Source: an optimization exercise on an open RTL-to-GDS flow (aim: small area, a short achievable clock period and few clock cycles). Production flows keep margins and buffers that such runs may drop. Only simulation tests tie the RTL to the original design; equivalence was not proved.

$ cat config.mk
export PLATFORM = sky130hd
export DESIGN_NAME = divider
export DESIGN_NICKNAME = divider
export VERILOG_FILES = /design/flow/design.v
export SDC_FILE = /design/flow/constraint.sdc
export NUM_CORES = 4
export LEC_CHECK = 0
export CAP_MARGIN = 20
export CORE_MARGIN = 2
export CORE_UTILIZATION = 40
export CTS_CLUSTER_DIAMETER = 60
export CTS_CLUSTER_SIZE = 20
export PLACE_DENSITY = 0.6
export SLEW_MARGIN = 20
$ cat constraint.sdc
create_clock -name core_clock -period 30.0 [get_ports {clk}]
set_input_delay 6.0000 -clock core_clock [delete_from_list [all_inputs] [get_ports {clk}]]
set_output_delay 6.0000 -clock core_clock [all_outputs]
set_load 0.01 [all_outputs]
$ cat design.v
module divider
  #(parameter I_WIDTH = 16,
              F_WIDTH = 16,
              OUT_I_WIDTH = 16,
              OUT_F_WIDTH = 16)  
(
  input signed [I_WIDTH+F_WIDTH-1:0] N_in, D_in,
  input clk, rst, in_valid,
  output reg ready, out_valid,
  output reg signed [I_WIDTH+F_WIDTH-1:0] out
);
  parameter IDLE = 0,
            SHIFT = 1,
            ITERATE = 2,
            DONE = 3;
  localparam A = 32'h2_D2D2D2D,
             B = 32'h1_E1E1E1E;
  localparam iter = 4;
  reg [$clog2(I_WIDTH+F_WIDTH)-1:0] shift_counter;
  reg [$clog2(iter)-1:0] iter_counter;
  reg signed [I_WIDTH+F_WIDTH-1:0] N, D, X;
  wire signed [OUT_I_WIDTH+2*OUT_F_WIDTH-1:0] inter_1, feedback;
  wire signed [I_WIDTH+F_WIDTH-1:0] X_in, inter_2;
  reg signed [3*OUT_I_WIDTH+3*OUT_F_WIDTH-1:0] out_in , out_in_shift_1, out_in_shift_2;
  reg [1:0] state;
  reg negative;
  assign X_in = X + feedback[OUT_I_WIDTH+2*OUT_F_WIDTH-1 -: I_WIDTH+F_WIDTH];
  assign inter_1 = D*X;
  assign inter_2 = {{OUT_I_WIDTH-4{1'b0}},4'b1,{OUT_F_WIDTH{1'b0}}}  -inter_1[OUT_I_WIDTH+2*OUT_F_WIDTH-1 -: OUT_I_WIDTH+OUT_F_WIDTH];
  assign feedback = inter_2*X;
  always @ (*) begin
    out_in = X_in*N;
    if (OUT_F_WIDTH > F_WIDTH) begin
      out_in_shift_1 = out_in<<<(OUT_F_WIDTH-F_WIDTH);
    end
    else begin
      out_in_shift_1 = out_in>>>(F_WIDTH-OUT_F_WIDTH);
    end
    if (shift_counter <= I_WIDTH)
      out_in_shift_2 = out_in_shift_1 >>> (I_WIDTH - shift_counter);
    else
      out_in_shift_2 = out_in_shift_1 <<< (shift_counter - I_WIDTH);
  end
  always @ (posedge clk) begin
    case (state)
    IDLE : begin
      if (in_valid) begin
      	N <= N_in;
        if (D_in < 0) begin
          negative <= 1;
           D <= -D_in;
        end
        else begin
           negative <= 0;
           D <= D_in;
        end
        shift_counter <= 0;
        iter_counter <= 0;
      end
    end
    SHIFT : begin
      if ( D[I_WIDTH+F_WIDTH-1] == 1) begin
        D <= {{OUT_I_WIDTH{1'b0}},D[I_WIDTH+F_WIDTH-1 -: OUT_F_WIDTH]};
        X <=  {{OUT_I_WIDTH-4{1'b0}},A[I_WIDTH+F_WIDTH-1 -: 4+OUT_F_WIDTH]} - {{OUT_I_WIDTH-4{1'b0}},B[I_WIDTH+F_WIDTH-1 -: 4+(OUT_F_WIDTH)/2]}*{{OUT_I_WIDTH{1'b0}},D[I_WIDTH+F_WIDTH-1 -: OUT_F_WIDTH/2]};        
      end
      else begin
      	D <= D<<1;
        shift_counter <= shift_counter + 1;
      end
    end
    ITERATE : begin
      X <= X_in;
      if (negative)
        out <= -out_in_shift_2[OUT_I_WIDTH+2*OUT_F_WIDTH-1 -: I_WIDTH+F_WIDTH];
      else
        out <= out_in_shift_2[OUT_I_WIDTH+2*OUT_F_WIDTH-1 -: I_WIDTH+F_WIDTH];
      iter_counter <= iter_counter + 1;        
    end
    endcase
  end
  always @ (posedge clk) begin
    if (rst) begin
      state <= IDLE;
    end
    else begin
      case (state) 
      IDLE : begin
        if (in_valid) begin
          state <= SHIFT;
        end
      end
      SHIFT : begin
        if ( D[I_WIDTH+F_WIDTH-1] == 1) begin
          state <= ITERATE;
      	end
      end
      ITERATE : begin
        if (iter_counter == iter-1 ) begin
          state <= DONE;
        end
      end
      DONE : begin
        state <= IDLE;
      end
      endcase
    end
  end
  always @ (*) begin
    ready = 0;
    out_valid = 0;
    case (state) 
    IDLE : ready = 1;
    DONE : out_valid = 1;  
    endcase
  end 
endmodule
$ cat run.sh
#!/bin/bash
# synth_recipe.tcl (not shown) runs the flow's synth.tcl, then flattens the netlist and writes it again
# the make line also repeats each setting of config.mk as NAME=value (left out here)
make -C /OpenROAD-flow-scripts/flow DESIGN_CONFIG=/design/flow/config.mk WORK_HOME=/design/flow/orfs CLKGATE_MAP_FILE= SYNTH_SCRIPT=/design/flow/synth_recipe.tcl finish
==> results_dict.tcl <==
set metrics [dict create \
    grt_max_degree 65 \
    nets 15900 \
    overflow 0 \
    drt-met1-wl_microns 140000 \
    status "timing/DRC/antenna clean" \
    synth_edf_count 136 \
    synth_most_common_cell "fa_1" \
    layout-area-overhead-vs-synth_pct 10.4 \
    routed_wl_microns 342000 \
    critPathLaunchType "flip-flop" \
    core_area_sq_um 273000 \
    drtIter0Drc 6392 \
    regArea_sq_um 4120 \
    tightest_slew_ps 1270 \
    synth_flop_cell "edfxtp_1" \
    critical_path.max_stage_delay_ps 660 \
    finalCritPeriodShare_pct 94.8 \
    fillers 26600 \
    cts.hold.buffers_added 0 \
    synthTopCellsByArea "fa_1 (51%), inv_1 (8.4%), ha_1 (7.0%)" \
    ys_seq_area_share_pct 3.76 \
    setup_viol 0 \
    wl_per_cell_microns 21.4 \
    syn-cell-area_sq_um 110000 \
    worstSetupPathType "reg2reg" \
    hold_viol 0 \
    drv_slew 0 \
    dp_hpwl_microns 278000 \
    dr.pass1.iters 7 \
    die_area_sq_um 278000 \
    die_w_microns 527 \
    start_util_pct 40.1 \
    vias 84900 \
    synthArstFlopShare_pct 0 \
    cts_tree "yes" \
    syn_nets 15600 \
    viasPerCell 5.30 \
    wl_met3_microns 21400 \
    yosys_register_bits 138 \
    clk_path_buf_depth 3 \
    die_h_microns 527 \
    cts_made_buffers 25 \
    skew_ps 50.6 \
    wl_met2_microns 165000 \
    avgSynthCellArea_sq_um 9.03 \
    ant_nets 0 \
    multi_input_area_sq_um 94100 \
    synthCells 12100 \
    ys_top_cells_by_count "fa_1 (2769), inv_1 (2466), nand2_1 (1818)" \
    worstPathMaxFanout 12 \
    cpMostUsedCell "fa_1" \
    rows 192 \
    maxCapViolations 0 \
    grt_antenna_before_repair 15 \
    crit_path_end_kind "flip-flop" \
    htree_levels 4 \
    crit_slowest_cell "edfxtp_1" \
    max_slew_margin_pct 14.3 \
    grt_pass1_wl_microns 545000 \
    crit_arrival_ps 28740 \
    cts_num_sinks 138 \
    yosysTopAreaCell "fa_1" \
    yosys.area.top_type_share_pct 50.6 \
    path_clk_slew_ps 100 \
    setup_tns_ps 0 \
    yosysWarnings 1 \
    grt_pass1_vias 91900 \
    grt_use_total_pct 25.3 \
    drc 0 \
    portBuffers 100 \
    cts-root-buf "clkbuf_16" \
    clkLatencyLatePin_ps 600 \
    cp.required_ps 30300 \
    place_congestion 0.960 \
    top_layer_used "met5" \
    holdWs_ps 557 \
    hold_path_class "reg2reg" \
    ys_types 103 \
    min_period_ps 28440 \
    drive_gt1_share_pct 8.80 \
    clock.fmax_ghz 0.0352 \
    boundaryPins 101 \
]
[cell type report]
cell class | count | share of cell area [%]
inverters | 2472 | 7.67
clock inverters | 7 | 0.0538
diodes | 4 | 0.00827
flip-flops and latches | 138 | 3.41
multi-input cells | 8800 | 77.8
well taps | 3589 | 3.71
clock buffers | 25 | 0.517
repair buffers | 987 | 6.82
[repair_timing]
item / 4_1_cts / 5_1_grt
gates resized for setup: 0 / 24
buffers inserted: 0 / 85
setup endpoints to repair: 0 / 31
[flip-flops by register name, indices dropped and copies added (netlist names)]
signal	flops
N	32
shift_counter	5
iter_counter	2
state	2
X	32
out	32
negative	1
D	32
[worst max-delay path: cells and delay by family, from the launching register on]
kind	cells	cell delay, ps
multiplexers	1	220
XOR/XNOR	3	1330
AO/OA/AOI/OAI	30	6220
buffers and inverters	19	2220
adder cells (fa/ha/maj)	28	13220
flip-flops	1	660
AND/OR/NAND/NOR	21	4260
[logic make-up (layout without fill, tap and decap cells)]
kind of cell	count (synthesis)	count (layout)	share of synthesized area [%]
simple gates	3873	3873	17.2
fa+ha+maj	3380	3380	57.6
buf+inv	3199	3491	11.0
compound gates	1169	1169	7.20
xor+xnor	295	295	2.40
flops	138	138	3.76
mux	83	83	0.909
other cells	0	4	0
[metrics by stage]
| step | cells | setup WS [ps] | utilization [%] | instance area, sq um |
|---|---|---|---|---|
| 6_report | 16000 | 1560 | 44.3 | 121000 |
| 3_5_place_dp | 15900 | 827 | 43.6 | 119000 |
| 5_1_grt | 16000 | -30.8 | 44.3 | 121000 |
| 4_1_cts | 15900 | 678 | 43.9 | 120000 |
| 3_3_place_gp | 15900 | 877 | 43.6 | 119000 |
| 2_1_floorplan | 12100 | 3440 | - | 110000 |
[final timing paths]
kind                                       startpoint                    end  slack (ps)  cells after the start
worst max register to register        D[20]$_DFFE_PP_      out[26]$_DFFE_PP_        1560                    102
worst max-delay path                  D[20]$_DFFE_PP_      out[26]$_DFFE_PP_        1560                    102
worst min-delay path            state[0]$_SDFFE_PP0P_  state[0]$_SDFFE_PP0P_         560                      2
worst min register to register  state[0]$_SDFFE_PP0P_  state[0]$_SDFFE_PP0P_         560                      2
[metal layers]
layer	GRT usage [%]	up-vias
met2	42.8	3032
met5	0	-
li1	-	37100
met1	32.9	44100
met3	2.91	656
met4	9.99	10
[cells in the final DEF (no fill, tap or decap), types with 134 or more instances in the layout]
| cell | netlist | layout |
|---|---|---|
| a21o_1 | 134 | 134 |
| ha_1 | 611 | 608 |
| xnor2_1 | 207 | 164 |
| buf_4 | 2 | 833 |
| o21ai_0 | 209 | 207 |
| and2_1 | 1208 | 1208 |
| inv_1 | 2466 | 2464 |
| a21oi_1 | 262 | 255 |
| nand2_1 | 1818 | 1818 |
| edfxtp_1 | 136 | 136 |
| nor2_1 | 312 | 307 |
| fa_1 | 2769 | 2769 |
Testbench counts, summed over its fixed seeds: cycles 48,181.

-- what the ideal ports hide --
The flow's constraints put no driver on any port. The routed layout listed below was extracted and timed again, unchanged, in two steps. Step 1 sets driving cells, clkbuf_16 on the clock port and buf_2 on the other inputs (assumed; they add their load-dependent delay and slew). Step 2 times the ports against the registers' clock, not the clock port: input delays grow and output delays shrink by t, the midpoint of the rising clock arrivals with the driver on. Three values: no drivers, after step 1, after step 2; two values: the first two.
t, ns: 0.663
slack for setup (ns): 1.560 / 1.560 / 1.560
worst setup path at the end: register to register
After both steps this run still meets setup and hold. The setup slack of this run moves by 0.000 ns with the drivers and by 0.000 ns with both steps.
